This design comes from an exercise in tuning for small area and a short achievable clock period on the open sky130 flow, not from production work. At most, simulation tests tie the RTL to the original design; equivalence was not proved. Power is estimated from default activity; no workload was simulated.

==> run F: inputs <==
Design dcache_hit_path, start of the top module:
module dcache_hit_path(
    input  logic                              clk,
    input  logic [CACHE_TAG_PA_W-1:0]         req_tag_i,       
    input  logic [BYTE_OFFSET-1:0]            req_offset_i,    
    input  logic [1:0]                        req_size_i,      
    input  logic                              req_signed_i,
    input  logic [CACHE_WAY_N*CACHE_TAG_W-1:0]  tag_i,
    input  logic [CACHE_WAY_N*TAG_ECC_W-1:0]    tag_ecc_i,
    input  logic [CACHE_WAY_N*CACHE_BANK_W-1:0] data_i,
    input  logic [CACHE_WAY_N*BANK_ECC_W-1:0]   data_ecc_i,
    output logic                              hit_o,
    output logic [CACHE_WAY_N-1:0]            hit_way_o,
    output logic [CACHE_WAY_N-1:0]            way_valid_o,
    output logic [CACHE_WAY_N-1:0]            way_dirty_o,
    output logic [CACHE_TAG_W-1:0]            hit_tag_o,
    output logic [CACHE_WAY_N-1:0]            tag_single_err_o,
    output logic [CACHE_WAY_N-1:0]            tag_double_err_o,
    output logic [CACHE_WAY_N-1:0]            data_uncorr_err_o,
    output logic [DATA_WIDTH-1:0]             load_data_o
);
==> module dcache_hit_path, before the edit <==
module dcache_hit_path(
    input  logic                              clk,
    input  logic [CACHE_TAG_PA_W-1:0]         req_tag_i,       
    input  logic [BYTE_OFFSET-1:0]            req_offset_i,    
    input  logic [1:0]                        req_size_i,      
    input  logic                              req_signed_i,
    input  logic [CACHE_WAY_N*CACHE_TAG_W-1:0]  tag_i,
    input  logic [CACHE_WAY_N*TAG_ECC_W-1:0]    tag_ecc_i,
    input  logic [CACHE_WAY_N*CACHE_BANK_W-1:0] data_i,
    input  logic [CACHE_WAY_N*BANK_ECC_W-1:0]   data_ecc_i,
    output logic                              hit_o,
    output logic [CACHE_WAY_N-1:0]            hit_way_o,
    output logic [CACHE_WAY_N-1:0]            way_valid_o,
    output logic [CACHE_WAY_N-1:0]            way_dirty_o,
    output logic [CACHE_TAG_W-1:0]            hit_tag_o,
    output logic [CACHE_WAY_N-1:0]            tag_single_err_o,
    output logic [CACHE_WAY_N-1:0]            tag_double_err_o,
    output logic [CACHE_WAY_N-1:0]            data_uncorr_err_o,
    output logic [DATA_WIDTH-1:0]             load_data_o
);
  logic [CACHE_WAY_N-1:0][CACHE_BANK_W-1:0] data_rd;
  logic [CACHE_WAY_N-1:0][BANK_ECC_W-1:0]   data_syndrome;
  logic [5:0]              req_tag_syndrome;
  logic [CACHE_WAY_N-1:0]  cache_line_valid;
  logic [CACHE_WAY_N-1:0]  cache_line_dirty;
  logic [CACHE_WAY_N-1:0]  tag_single_error;
  logic [CACHE_WAY_N-1:0]  tag_double_error;
  logic [CACHE_WAY_N-1:0]  data_uncorrectable_error;
  logic [CACHE_WAY_N-1:0]  cache_hit_way_tc0;
  logic [CACHE_BANK_W-1:0] hit_data_raw;
  logic [BANK_ECC_W-1:0]   hit_data_syndrome;
  logic [CACHE_BANK_W-1:0] cache_hit_data;
  logic [DATA_WIDTH-1:0]   load_data;
  logic [CACHE_WAY_N-1:0]    cache_hit_way_r;
  logic [CACHE_WAY_N-1:0]    cache_line_valid_r;
  logic [CACHE_WAY_N-1:0]    cache_line_dirty_r;
  logic [CACHE_WAY_N-1:0]    tag_single_error_r;
  logic [CACHE_WAY_N-1:0]    tag_double_error_r;
  logic [CACHE_WAY_N-1:0]    data_uncorrectable_error_r;
  logic [CACHE_TAG_PA_W-1:0] req_tag_r;
  logic [CACHE_BANK_W-1:0]   hit_data_raw_r;
  logic [BANK_ECC_W-1:0]     hit_data_syndrome_r;
  logic [LOAD_ALIGN_W-1:0]   load_align;
  logic [LOAD_ALIGN_W-1:0]   load_align_r;
  assign data_rd = data_i;
  tag_req_syndrome u_req_syndrome(
    .req_tag_i  (req_tag_i),
    .syndrome_o (req_tag_syndrome)
  );
  generate
    for(genvar i=0; i<CACHE_WAY_N; i++) begin: g_way
      sec_ded_decoder_28 u_tag_ecc_decoder(
        .data_i         (tag_i[i*CACHE_TAG_W +: CACHE_TAG_W]),
        .ecc_i          (tag_ecc_i[i*TAG_ECC_W +: TAG_ECC_W]),
        .req_tag_i      (req_tag_i),
        .req_syndrome_i (req_tag_syndrome),
        .hit_o          (cache_hit_way_tc0[i]),
        .valid_o        (cache_line_valid[i]),
        .dirty_o        (cache_line_dirty[i]),
        .single_error_o (tag_single_error[i]),
        .double_error_o (tag_double_error[i])
      );
      sec_ded_daec_decoder_64 u_data_ecc_decoder(
        .data_i                (data_rd[i]),
        .ecc_i                 (data_ecc_i[i*BANK_ECC_W +: BANK_ECC_W]),
        .syndrome_o            (data_syndrome[i]),
        .uncorrectable_error_o (data_uncorrectable_error[i])
      );
    end
  endgenerate
  oh_logic_mux #(
    .NUM(CACHE_WAY_N),
    .WIDTH(CACHE_BANK_W)
  ) data_oh_logic_mux(
    .oh_sel_i(cache_hit_way_tc0),
    .data_i(data_rd),
    .data_o(hit_data_raw)
  );
  oh_logic_mux #(
    .NUM(CACHE_WAY_N),
    .WIDTH(BANK_ECC_W)
  ) syndrome_oh_logic_mux(
    .oh_sel_i(cache_hit_way_tc0),
    .data_i(data_syndrome),
    .data_o(hit_data_syndrome)
  );
  always_ff @(posedge clk) begin
    cache_hit_way_r            <= cache_hit_way_tc0;
    cache_line_valid_r         <= cache_line_valid;
    cache_line_dirty_r         <= cache_line_dirty;
    tag_single_error_r         <= tag_single_error;
    tag_double_error_r         <= tag_double_error;
    data_uncorrectable_error_r <= data_uncorrectable_error;
    req_tag_r                  <= req_tag_i;
    hit_data_raw_r             <= hit_data_raw;
    hit_data_syndrome_r        <= hit_data_syndrome;
    load_align_r               <= load_align;
  end
  daec_correct_64 u_data_correct(
    .data_i           (hit_data_raw_r),
    .syndrome_i       (hit_data_syndrome_r),
    .corrected_data_o (cache_hit_data)
  );
  assign load_align = cache_pkg::load_align_gen(req_offset_i, req_signed_i, req_size_i);
  assign load_data  = cache_pkg::load_align_apply(load_align_r, cache_hit_data);
  assign hit_o             = |cache_hit_way_r;
  assign hit_way_o         = cache_hit_way_r;
  assign way_valid_o       = cache_line_valid_r;
  assign way_dirty_o       = cache_line_dirty_r;
  assign hit_tag_o         = {|(cache_hit_way_r & cache_line_dirty_r), hit_o,
                              req_tag_r & {CACHE_TAG_PA_W{hit_o}}};
  assign tag_single_err_o  = tag_single_error_r;
  assign tag_double_err_o  = tag_double_error_r;
  assign data_uncorr_err_o = data_uncorrectable_error_r;
  assign load_data_o       = load_data;
endmodule
==> flow/config.mk <==
export PLATFORM = sky130hd
export DESIGN_NAME = dcache_hit_path
export DESIGN_NICKNAME = dcache_hit_path
export VERILOG_FILES = /design/flow/design.v
export SDC_FILE = /design/flow/constraint.sdc
export NUM_CORES = 4
export LEC_CHECK = 0
export CAP_MARGIN = 20
export CORE_MARGIN = 2
export CORE_UTILIZATION = 50
export SETUP_SLACK_MARGIN = 1.5
export SLEW_MARGIN = 20
==> flow/constraint.sdc <==
create_clock -name core_clock -period 6.5 [get_ports {clk}]
set_input_delay 1.3000 -clock core_clock [delete_from_list [all_inputs] [get_ports {clk}]]
set_output_delay 1.3000 -clock core_clock [all_outputs]
set_load 0.01 [all_outputs]
standard.sh (not shown) runs the stock make flow with config.mk's settings and CLKGATE_MAP_FILE= SYNTH_SCRIPT=/design/flow/synth_recipe.tcl, a recipe that flattens the netlist after the stock synthesis.
==> flow/flow/run.sh <==
#!/bin/bash
# The standard layout with two changes:
#  - plain buffers on the ports instead of the delay-cell buffers that
#    buffer_ports picks by default;
#  - the three-input XOR/XNOR cells are kept out of synthesis, so that the
#    parity trees map onto faster and smaller two-input XOR/XNOR cells.
set -euo pipefail
DU="$(make -s -C "$FLOW_HOME" DESIGN_CONFIG="$PWD/config.mk" WORK_HOME="$PWD/orfs" print-DONT_USE_CELLS 2>/dev/null | sed -n 's/^DONT_USE_CELLS: //p')"
test -n "$DU"
for c in xnor3_1 xnor3_2 xnor3_4 xor3_1 xor3_2 xor3_4; do DU="$DU sky130_fd_sc_hd__$c"; done
bash standard.sh \
  "DONT_USE_CELLS=$DU" \
  "BUFFER_PORTS_ARGS=-buffer_cell sky130_fd_sc_hd__buf_1" \
  finish > standard_make.log 2>&1
==> inputs of run G, as changes to run F <==
--- a/flow/design.v
+++ b/flow/design.v
@@ -41,51 +41,4 @@
     256'h01723b51589307d6238512fa8d377a7c38134536936c77ceed567a7a3ece6881;
   typedef enum logic[1:0] {BYTE, HALFWORD, WORD, DWORD} inst_size_t;
-  parameter LOAD_ALIGN_W = 26;
-  function automatic logic[LOAD_ALIGN_W-1:0] load_align_gen(logic[2:0]  addr_offset,
-                                                 logic       inst_signed,
-                                                 logic[1:0]  inst_size);
-    logic[LOAD_ALIGN_W-1:0] a;
-    logic[2:0]   first;   
-    logic[2:0]   last;    
-    first = (inst_size == 2'd0) ? addr_offset :
-            (inst_size == 2'd1) ? {addr_offset[2:1], 1'b0} :
-            (inst_size == 2'd2) ? {addr_offset[2], 2'b0} : 3'd0;
-    last  = first | ((inst_size == 2'd0) ? 3'd0 :
-                     (inst_size == 2'd1) ? 3'd1 :
-                     (inst_size == 2'd2) ? 3'd3 : 3'd7);
-    for (int i=0; i<8; i++) begin
-      a[i] = (first == i);
-      a[18+i]  = inst_signed & (inst_size != 2'd3) & (last == i);
-    end
-    for (int i=0; i<4; i++) begin
-      a[8+i] = (inst_size != 2'd0) & (first == 2*i);
-    end
-    a[12] = inst_size[1] & (first == 3'd0);
-    a[13] = inst_size[1] & (first == 3'd4);
-    a[14]    = (inst_size == 2'd3);
-    a[15]     = (inst_size == 2'd0);
-    a[16]    = ~inst_size[1];
-    a[17]    = (inst_size != 2'd3);
-    load_align_gen = a;
-  endfunction
-  function automatic logic[63:0] load_align_apply(logic[LOAD_ALIGN_W-1:0] a, logic[63:0] d);
-    logic       ext;
-    logic[7:0]  b0, b1;
-    logic[15:0] b23;
-    ext = 1'b0;
-    b0  = 8'b0;
-    b1  = 8'b0;
-    for (int i=0; i<8; i++) begin
-      ext = ext | (a[18+i] & d[8*i+7]);
-      b0  = b0 | ({8{a[i]}} & d[8*i +: 8]);
-    end
-    for (int i=0; i<4; i++) begin
-      b1 = b1 | ({8{a[8+i]}} & d[16*i+8 +: 8]);
-    end
-    b1  = b1 | {8{a[15] & ext}};
-    b23 = ({16{a[12]}} & d[31:16]) | ({16{a[13]}} & d[63:48]) |
-          {16{a[16] & ext}};
-    load_align_apply = {({32{a[14]}} & d[63:32]) | {32{a[17] & ext}}, b23, b1, b0};
-  endfunction
   function automatic logic[63:0] load_data_gen(logic[2:0]  addr_offset,
                                                logic       inst_signed,
@@ -334,6 +287,7 @@
   logic [CACHE_BANK_W-1:0]   hit_data_raw_r;
   logic [BANK_ECC_W-1:0]     hit_data_syndrome_r;
-  logic [LOAD_ALIGN_W-1:0]   load_align;
-  logic [LOAD_ALIGN_W-1:0]   load_align_r;
+  logic [BYTE_OFFSET-1:0]    req_offset_r;
+  logic [1:0]                req_size_r;
+  logic                      req_signed_r;
   assign data_rd = data_i;
   tag_req_syndrome u_req_syndrome(
@@ -388,5 +342,7 @@
     hit_data_raw_r             <= hit_data_raw;
     hit_data_syndrome_r        <= hit_data_syndrome;
-    load_align_r               <= load_align;
+    req_offset_r               <= req_offset_i;
+    req_size_r                 <= req_size_i;
+    req_signed_r               <= req_signed_i;
   end
   daec_correct_64 u_data_correct(
@@ -395,6 +351,8 @@
     .corrected_data_o (cache_hit_data)
   );
-  assign load_align = cache_pkg::load_align_gen(req_offset_i, req_signed_i, req_size_i);
-  assign load_data  = cache_pkg::load_align_apply(load_align_r, cache_hit_data);
+  assign load_data = cache_pkg::load_data_gen(req_offset_r,
+                                              req_signed_r,
+                                              req_size_r,
+                                              cache_hit_data);
   assign hit_o             = |cache_hit_way_r;
   assign hit_way_o         = cache_hit_way_r;
==> flow/run.sh (new file) <==
#!/bin/bash
# synth_recipe.tcl (not shown) runs the flow's synth.tcl, then flattens the netlist and writes it again
# the make line also repeats each setting of config.mk as NAME=value (left out here)
make -C /OpenROAD-flow-scripts/flow DESIGN_CONFIG=/design/flow/config.mk WORK_HOME=/design/flow/orfs CLKGATE_MAP_FILE= SYNTH_SCRIPT=/design/flow/synth_recipe.tcl finish
--- a/flow/config.mk
+++ b/flow/config.mk
@@ -8,5 +8,5 @@
 export CAP_MARGIN = 20
 export CORE_MARGIN = 2
-export CORE_UTILIZATION = 50
-export SETUP_SLACK_MARGIN = 1.5
+export CORE_UTILIZATION = 30
+export SETUP_SLACK_MARGIN = 0.2
 export SLEW_MARGIN = 20
removed: flow/flow/run.sh
removed: flow/standard.sh
==> run summary <==
Run F produced a clean layout. Run G completed with no timing, DRC or antenna violations.
Between run G and run F, the lower global-route usage is in run G (gap 15 points).
Between run F and run G, the lower cell area is in run F (gap about 20%, measured against run G).
In run G the die area is higher than in run F, by 79%.
In run G the non-clock buffer count is higher than in run F, by 5.

* * *

==> inputs of run a <==
dcache_hit_path, a different RTL version from the one above (not shown whole).
Design dcache_hit_path, start of the top module:
module dcache_hit_path(
    input  logic                              clk,
    input  logic [CACHE_TAG_PA_W-1:0]         req_tag_i,       
    input  logic [BYTE_OFFSET-1:0]            req_offset_i,    
    input  logic [1:0]                        req_size_i,      
    input  logic                              req_signed_i,
    input  logic [CACHE_WAY_N*CACHE_TAG_W-1:0]  tag_i,
    input  logic [CACHE_WAY_N*TAG_ECC_W-1:0]    tag_ecc_i,
    input  logic [CACHE_WAY_N*CACHE_BANK_W-1:0] data_i,
    input  logic [CACHE_WAY_N*BANK_ECC_W-1:0]   data_ecc_i,
    output logic                              hit_o,
    output logic [CACHE_WAY_N-1:0]            hit_way_o,
    output logic [CACHE_WAY_N-1:0]            way_valid_o,
    output logic [CACHE_WAY_N-1:0]            way_dirty_o,
    output logic [CACHE_TAG_W-1:0]            hit_tag_o,
    output logic [CACHE_WAY_N-1:0]            tag_single_err_o,
    output logic [CACHE_WAY_N-1:0]            tag_double_err_o,
    output logic [CACHE_WAY_N-1:0]            data_uncorr_err_o,
    output logic [DATA_WIDTH-1:0]             load_data_o
);
  logic [CACHE_WAY_N-1:0][CACHE_BANK_W-1:0] data_rd;
  logic [CACHE_WAY_N-1:0][BANK_ECC_W-1:0]   data_syndrome;
  logic [5:0]              req_tag_syndrome;
  logic [CACHE_WAY_N-1:0]  cache_line_valid;
  logic [CACHE_WAY_N-1:0]  cache_line_dirty;
  logic [CACHE_WAY_N-1:0]  tag_single_error;
  logic [CACHE_WAY_N-1:0]  tag_double_error;
  logic [CACHE_WAY_N-1:0]  data_uncorrectable_error;
  logic [CACHE_WAY_N-1:0]  cache_hit_way_tc0;
  logic [CACHE_BANK_W-1:0] hit_data_raw;
  logic [BANK_ECC_W-1:0]   hit_data_syndrome;
  logic [CACHE_BANK_W-1:0] cache_hit_data;
  logic [DATA_WIDTH-1:0]   load_data;
  logic [CACHE_WAY_N-1:0]    cache_hit_way_r;
  logic [CACHE_WAY_N-1:0]    cache_line_valid_r;
  logic [CACHE_WAY_N-1:0]    cache_line_dirty_r;
  logic [CACHE_WAY_N-1:0]    tag_single_error_r;
  logic [CACHE_WAY_N-1:0]    tag_double_error_r;
  logic [CACHE_WAY_N-1:0]    data_uncorrectable_error_r;
  logic [CACHE_TAG_PA_W-1:0] req_tag_r;
  logic [CACHE_BANK_W-1:0]   hit_data_raw_r;
  logic [BANK_ECC_W-1:0]     hit_data_syndrome_r;
  logic [LOAD_ALIGN_W-1:0]   load_align;
  logic [LOAD_ALIGN_W-1:0]   load_align_r;
  assign data_rd = data_i;
  tag_req_syndrome u_req_syndrome(
    .req_tag_i  (req_tag_i),
    .syndrome_o (req_tag_syndrome)
  );
  generate
  ...
==> module one_hot_26, before the edit <==
module one_hot_26(
  input  logic[25:0]  d_i,
  output logic        zero_o,
  output logic        one_o
);
  logic[27:0] d;
  logic[6:0]  any4, two4;
  logic       two_groups;
  assign d = {2'b00, d_i};
  for (genvar g=0; g<7; g++) begin: g_group
    logic a, b, c, e;
    assign {e, c, b, a} = d[4*g +: 4];
    assign any4[g] = a | b | c | e;
    assign two4[g] = (a & b) | (c & e) | ((a | b) & (c | e));
  end
  logic any_lo, any_hi, two_lo, two_hi;
  assign any_lo = any4[0] | any4[1] | any4[2];
  assign any_hi = any4[3] | any4[4] | any4[5] | any4[6];
  assign two_lo = (any4[0] & any4[1]) | (any4[2] & (any4[0] | any4[1]));
  assign two_hi = (any4[3] & any4[4]) | (any4[5] & any4[6]) |
                  ((any4[3] | any4[4]) & (any4[5] | any4[6]));
  assign two_groups = two_lo | two_hi | (any_lo & any_hi);
  assign zero_o = ~|any4;
  assign one_o  = |any4 & ~|two4 & ~two_groups;
endmodule
Settings: LEC_CHECK=0, CAP_MARGIN=20, CORE_MARGIN=2, CORE_UTILIZATION=50, SETUP_SLACK_MARGIN=2.4, SLEW_MARGIN=20, TNS_END_PERCENT=10; clock period 6.5 ns.
==> flow/flow/run.sh <==
#!/bin/bash
# The standard layout with two changes:
#  - plain buffers on the ports instead of the delay-cell buffers that
#    buffer_ports picks by default;
#  - the three-input XOR/XNOR cells and the four-input OR cells are kept out
#    of synthesis: the parity trees then map onto faster and smaller
#    two-input XOR/XNOR cells, and the wide ORs onto faster NAND/NOR forms.
set -euo pipefail
DU="$(make -s -C "$FLOW_HOME" DESIGN_CONFIG="$PWD/config.mk" WORK_HOME="$PWD/orfs" print-DONT_USE_CELLS 2>/dev/null | sed -n 's/^DONT_USE_CELLS: //p')"
test -n "$DU"
for c in xnor3_1 xnor3_2 xnor3_4 xor3_1 xor3_2 xor3_4 \
         or4_1 or4_2 or4_4 or4b_1 or4b_2 or4b_4 or4bb_1 or4bb_2 or4bb_4; do
  DU="$DU sky130_fd_sc_hd__$c"
done
bash standard.sh \
  "DONT_USE_CELLS=$DU" \
  "BUFFER_PORTS_ARGS=-buffer_cell sky130_fd_sc_hd__buf_1" \
  finish > standard_make.log 2>&1
==> run b (differences from run a) <==
--- a/flow/design.v
+++ b/flow/design.v
@@ -40,53 +40,6 @@
   localparam logic [255:0] CORRECTABLE =
     256'h01723b51589307d6238512fa8d377a7c38134536936c77ceed567a7a3ece6881;
   typedef enum logic[1:0] {BYTE, HALFWORD, WORD, DWORD} inst_size_t;
-  parameter LOAD_ALIGN_W = 26;
-  function automatic logic[LOAD_ALIGN_W-1:0] load_align_gen(logic[2:0]  addr_offset,
-                                                 logic       inst_signed,
-                                                 logic[1:0]  inst_size);
-    logic[LOAD_ALIGN_W-1:0] a;
-    logic[2:0]   first;   
-    logic[2:0]   last;    
-    first = (inst_size == 2'd0) ? addr_offset :
-            (inst_size == 2'd1) ? {addr_offset[2:1], 1'b0} :
-            (inst_size == 2'd2) ? {addr_offset[2], 2'b0} : 3'd0;
-    last  = first | ((inst_size == 2'd0) ? 3'd0 :
-                     (inst_size == 2'd1) ? 3'd1 :
-                     (inst_size == 2'd2) ? 3'd3 : 3'd7);
-    for (int i=0; i<8; i++) begin
-      a[i] = (first == i);
-      a[18+i]  = inst_signed & (inst_size != 2'd3) & (last == i);
-    end
-    for (int i=0; i<4; i++) begin
-      a[8+i] = (inst_size != 2'd0) & (first == 2*i);
-    end
-    a[12] = inst_size[1] & (first == 3'd0);
-    a[13] = inst_size[1] & (first == 3'd4);
-    a[14]    = (inst_size == 2'd3);
-    a[15]     = (inst_size == 2'd0);
-    a[16]    = ~inst_size[1];
-    a[17]    = (inst_size != 2'd3);
-    load_align_gen = a;
-  endfunction
-  function automatic logic[63:0] load_align_apply(logic[LOAD_ALIGN_W-1:0] a, logic[63:0] d);
-    logic       ext;
-    logic[7:0]  b0, b1;
-    logic[15:0] b23;
-    ext = 1'b0;
-    b0  = 8'b0;
-    b1  = 8'b0;
-    for (int i=0; i<8; i++) begin
-      ext = ext | (a[18+i] & d[8*i+7]);
-      b0  = b0 | ({8{a[i]}} & d[8*i +: 8]);
-    end
-    for (int i=0; i<4; i++) begin
-      b1 = b1 | ({8{a[8+i]}} & d[16*i+8 +: 8]);
-    end
-    b1  = b1 | {8{a[15] & ext}};
-    b23 = ({16{a[12]}} & d[31:16]) | ({16{a[13]}} & d[63:48]) |
-          {16{a[16] & ext}};
-    load_align_apply = {({32{a[14]}} & d[63:32]) | {32{a[17] & ext}}, b23, b1, b0};
-  endfunction
   function automatic logic[63:0] load_data_gen(logic[2:0]  addr_offset,
                                                logic       inst_signed,
                                                logic[1:0]  inst_size,
@@ -216,25 +169,38 @@
   output logic        zero_o,
   output logic        one_o
 );
-  logic[27:0] d;
+  logic[12:0] any2, two2;
   logic[6:0]  any4, two4;
-  logic       two_groups;
-  assign d = {2'b00, d_i};
-  for (genvar g=0; g<7; g++) begin: g_group
-    logic a, b, c, e;
-    assign {e, c, b, a} = d[4*g +: 4];
-    assign any4[g] = a | b | c | e;
-    assign two4[g] = (a & b) | (c & e) | ((a | b) & (c | e));
+  logic[3:0]  any8, two8;
+  logic[1:0]  any16, two16;
+  for (genvar i=0; i<13; i++) begin: g2
+    assign any2[i] = d_i[2*i] | d_i[2*i+1];
+    assign two2[i] = d_i[2*i] & d_i[2*i+1];
+  end
+  for (genvar i=0; i<7; i++) begin: g4
+    if (2*i+1 < 13) begin: g_pair
+      assign any4[i] = any2[2*i] | any2[2*i+1];
+      assign two4[i] = two2[2*i] | two2[2*i+1] | (any2[2*i] & any2[2*i+1]);
+    end else begin: g_single
+      assign any4[i] = any2[2*i];
+      assign two4[i] = two2[2*i];
+    end
+  end
+  for (genvar i=0; i<4; i++) begin: g8
+    if (2*i+1 < 7) begin: g_pair
+      assign any8[i] = any4[2*i] | any4[2*i+1];
+      assign two8[i] = two4[2*i] | two4[2*i+1] | (any4[2*i] & any4[2*i+1]);
+    end else begin: g_single
+      assign any8[i] = any4[2*i];
+      assign two8[i] = two4[2*i];
+    end
+  end
+  for (genvar i=0; i<2; i++) begin: g16
+    assign any16[i] = any8[2*i] | any8[2*i+1];
+    assign two16[i] = two8[2*i] | two8[2*i+1] | (any8[2*i] & any8[2*i+1]);
   end
-  logic any_lo, any_hi, two_lo, two_hi;
-  assign any_lo = any4[0] | any4[1] | any4[2];
-  assign any_hi = any4[3] | any4[4] | any4[5] | any4[6];
-  assign two_lo = (any4[0] & any4[1]) | (any4[2] & (any4[0] | any4[1]));
-  assign two_hi = (any4[3] & any4[4]) | (any4[5] & any4[6]) |
-                  ((any4[3] | any4[4]) & (any4[5] | any4[6]));
-  assign two_groups = two_lo | two_hi | (any_lo & any_hi);
-  assign zero_o = ~|any4;
-  assign one_o  = |any4 & ~|two4 & ~two_groups;
+  assign zero_o = ~(any16[0] | any16[1]);
+  assign one_o  = (any16[0] ^ any16[1]) & ~two16[0] & ~two16[1];
 endmodule
 module sec_ded_daec_decoder_64(
   input  logic[63:0]  data_i,
@@ -320,8 +286,9 @@
   logic [CACHE_TAG_PA_W-1:0] req_tag_r;
   logic [CACHE_BANK_W-1:0]   hit_data_raw_r;
   logic [BANK_ECC_W-1:0]     hit_data_syndrome_r;
-  logic [LOAD_ALIGN_W-1:0]   load_align;
-  logic [LOAD_ALIGN_W-1:0]   load_align_r;
+  logic [BYTE_OFFSET-1:0]    req_offset_r;
+  logic [1:0]                req_size_r;
+  logic                      req_signed_r;
   assign data_rd = data_i;
   tag_req_syndrome u_req_syndrome(
     .req_tag_i  (req_tag_i),
@@ -374,15 +341,19 @@
     req_tag_r                  <= req_tag_i;
     hit_data_raw_r             <= hit_data_raw;
     hit_data_syndrome_r        <= hit_data_syndrome;
-    load_align_r               <= load_align;
+    req_offset_r               <= req_offset_i;
+    req_size_r                 <= req_size_i;
+    req_signed_r               <= req_signed_i;
   end
   daec_correct_64 u_data_correct(
     .data_i           (hit_data_raw_r),
     .syndrome_i       (hit_data_syndrome_r),
     .corrected_data_o (cache_hit_data)
   );
-  assign load_align = cache_pkg::load_align_gen(req_offset_i, req_signed_i, req_size_i);
-  assign load_data  = cache_pkg::load_align_apply(load_align_r, cache_hit_data);
+  assign load_data = cache_pkg::load_data_gen(req_offset_r,
+                                              req_signed_r,
+                                              req_size_r,
+                                              cache_hit_data);
   assign hit_o             = |cache_hit_way_r;
   assign hit_way_o         = cache_hit_way_r;
   assign way_valid_o       = cache_line_valid_r;
==> flow/run.sh (new file) <==
#!/bin/bash
# synth_recipe.tcl (not shown) runs the flow's synth.tcl, then flattens the netlist and writes it again
# the make line also repeats each setting of config.mk as NAME=value (left out here)
make -C /OpenROAD-flow-scripts/flow DESIGN_CONFIG=/design/flow/config.mk WORK_HOME=/design/flow/orfs CLKGATE_MAP_FILE= SYNTH_SCRIPT=/design/flow/synth_recipe.tcl finish
SETUP_SLACK_MARGIN = 1.5   (was 2.4)
TNS_END_PERCENT = not set   (was 10)
removed: flow/flow/run.sh
removed: flow/standard.sh
==> run c (differences from run a) <==
--- a/flow/design.v
+++ b/flow/design.v
@@ -216,25 +216,38 @@
   output logic        zero_o,
   output logic        one_o
 );
-  logic[27:0] d;
+  logic[12:0] any2, two2;
   logic[6:0]  any4, two4;
-  logic       two_groups;
-  assign d = {2'b00, d_i};
-  for (genvar g=0; g<7; g++) begin: g_group
-    logic a, b, c, e;
-    assign {e, c, b, a} = d[4*g +: 4];
-    assign any4[g] = a | b | c | e;
-    assign two4[g] = (a & b) | (c & e) | ((a | b) & (c | e));
+  logic[3:0]  any8, two8;
+  logic[1:0]  any16, two16;
+  for (genvar i=0; i<13; i++) begin: g2
+    assign any2[i] = d_i[2*i] | d_i[2*i+1];
+    assign two2[i] = d_i[2*i] & d_i[2*i+1];
   end
-  logic any_lo, any_hi, two_lo, two_hi;
-  assign any_lo = any4[0] | any4[1] | any4[2];
-  assign any_hi = any4[3] | any4[4] | any4[5] | any4[6];
-  assign two_lo = (any4[0] & any4[1]) | (any4[2] & (any4[0] | any4[1]));
-  assign two_hi = (any4[3] & any4[4]) | (any4[5] & any4[6]) |
-                  ((any4[3] | any4[4]) & (any4[5] | any4[6]));
-  assign two_groups = two_lo | two_hi | (any_lo & any_hi);
-  assign zero_o = ~|any4;
-  assign one_o  = |any4 & ~|two4 & ~two_groups;
+  for (genvar i=0; i<7; i++) begin: g4
+    if (2*i+1 < 13) begin: g_pair
+      assign any4[i] = any2[2*i] | any2[2*i+1];
+      assign two4[i] = two2[2*i] | two2[2*i+1] | (any2[2*i] & any2[2*i+1]);
+    end else begin: g_single
+      assign any4[i] = any2[2*i];
+      assign two4[i] = two2[2*i];
+    end
+  end
+  for (genvar i=0; i<4; i++) begin: g8
+    if (2*i+1 < 7) begin: g_pair
+      assign any8[i] = any4[2*i] | any4[2*i+1];
+      assign two8[i] = two4[2*i] | two4[2*i+1] | (any4[2*i] & any4[2*i+1]);
+    end else begin: g_single
+      assign any8[i] = any4[2*i];
+      assign two8[i] = two4[2*i];
+    end
+  end
+  for (genvar i=0; i<2; i++) begin: g16
+    assign any16[i] = any8[2*i] | any8[2*i+1];
+    assign two16[i] = two8[2*i] | two8[2*i+1] | (any8[2*i] & any8[2*i+1]);
+  end
+  assign zero_o = ~(any16[0] | any16[1]);
+  assign one_o  = (any16[0] ^ any16[1]) & ~two16[0] & ~two16[1];
 endmodule
 module sec_ded_daec_decoder_64(
   input  logic[63:0]  data_i,
==> flow/flow/run.sh (replaced) <==
#!/bin/bash
# The standard layout with two changes:
#  - plain buffers on the ports instead of the delay-cell buffers that
#    buffer_ports picks by default;
#  - the three-input XOR/XNOR cells are kept out of synthesis, so that the
#    parity trees map onto faster and smaller two-input XOR/XNOR cells.
set -euo pipefail
DU="$(make -s -C "$FLOW_HOME" DESIGN_CONFIG="$PWD/config.mk" WORK_HOME="$PWD/orfs" print-DONT_USE_CELLS 2>/dev/null | sed -n 's/^DONT_USE_CELLS: //p')"
test -n "$DU"
for c in xnor3_1 xnor3_2 xnor3_4 xor3_1 xor3_2 xor3_4; do DU="$DU sky130_fd_sc_hd__$c"; done
bash standard.sh \
  "DONT_USE_CELLS=$DU" \
  "BUFFER_PORTS_ARGS=-buffer_cell sky130_fd_sc_hd__buf_1" \
  finish > standard_make.log 2>&1
SETUP_SLACK_MARGIN = 2.2   (was 2.4)
==> notes <==
In run a the design area is higher than in run c, by 1.7%.
Run c produced a clean layout. Run b ran to the end with no violations. Run a produced a clean layout.
Of run a and run c, run c has the higher core utilization (gap 0.49 points).
Of run c and run a, run c has the higher power (gap 31%, measured against run a).
Between run b and run a, the lower sequential power is in run a (gap about 6%, measured against run a).
Die area, lowest first: run c, run a, run b.
In run b the non-clock buffer count is lower than in run a, by 72.
Of run c and run b, run b has the higher wire length (gap 3.7%, measured against run b).
In run a the sequential share of layout area is lower than in run c, by 0.19 points.
Of run b and run a, run a has the higher clock power (gap about 10%, measured against run a).
First-iteration DRC count: run a < run c < run b.
No functional check of the RTL was part of run a.

[static timing again, ports no longer ideal]
The results above use ideal ports. As a check the final layouts listed here were re-extracted and re-timed, cells and wires unchanged.
Step 1 sets driving cells, clkbuf_16 on the clock port and buf_2 on the other inputs (assumed; they add their load-dependent delay and slew).
Step 2 also shifts input and output timing later by t, the mid clock arrival at the registers, as if the neighbouring blocks saw the same clock.
a / b / c = ideal ports / drivers / drivers and shift; a / b = the first two.
run	shift t [ns]	slack for setup (ns)	worst register clock-pin slew, ns	pins driven straight from the clock port
run F	0.528	1.561 / 1.506 / 1.112	0.08 / 0.08	1
run G	0.548	0.572 / 0.509 / 0.311	0.08 / 0.08	1
run a	0.532	2.080 / 2.020 / 1.646	0.07 / 0.07	1
run b	0.548	1.433 / 1.395 / 0.922	0.07 / 0.07	1
run c	0.550	2.136 / 2.081 / 1.629	0.08 / 0.08	1
After both steps setup and hold are still met in every run listed. The setup slack of run b, which loses most, moves by -0.038 ns with the drivers and by -0.511 ns with both steps.
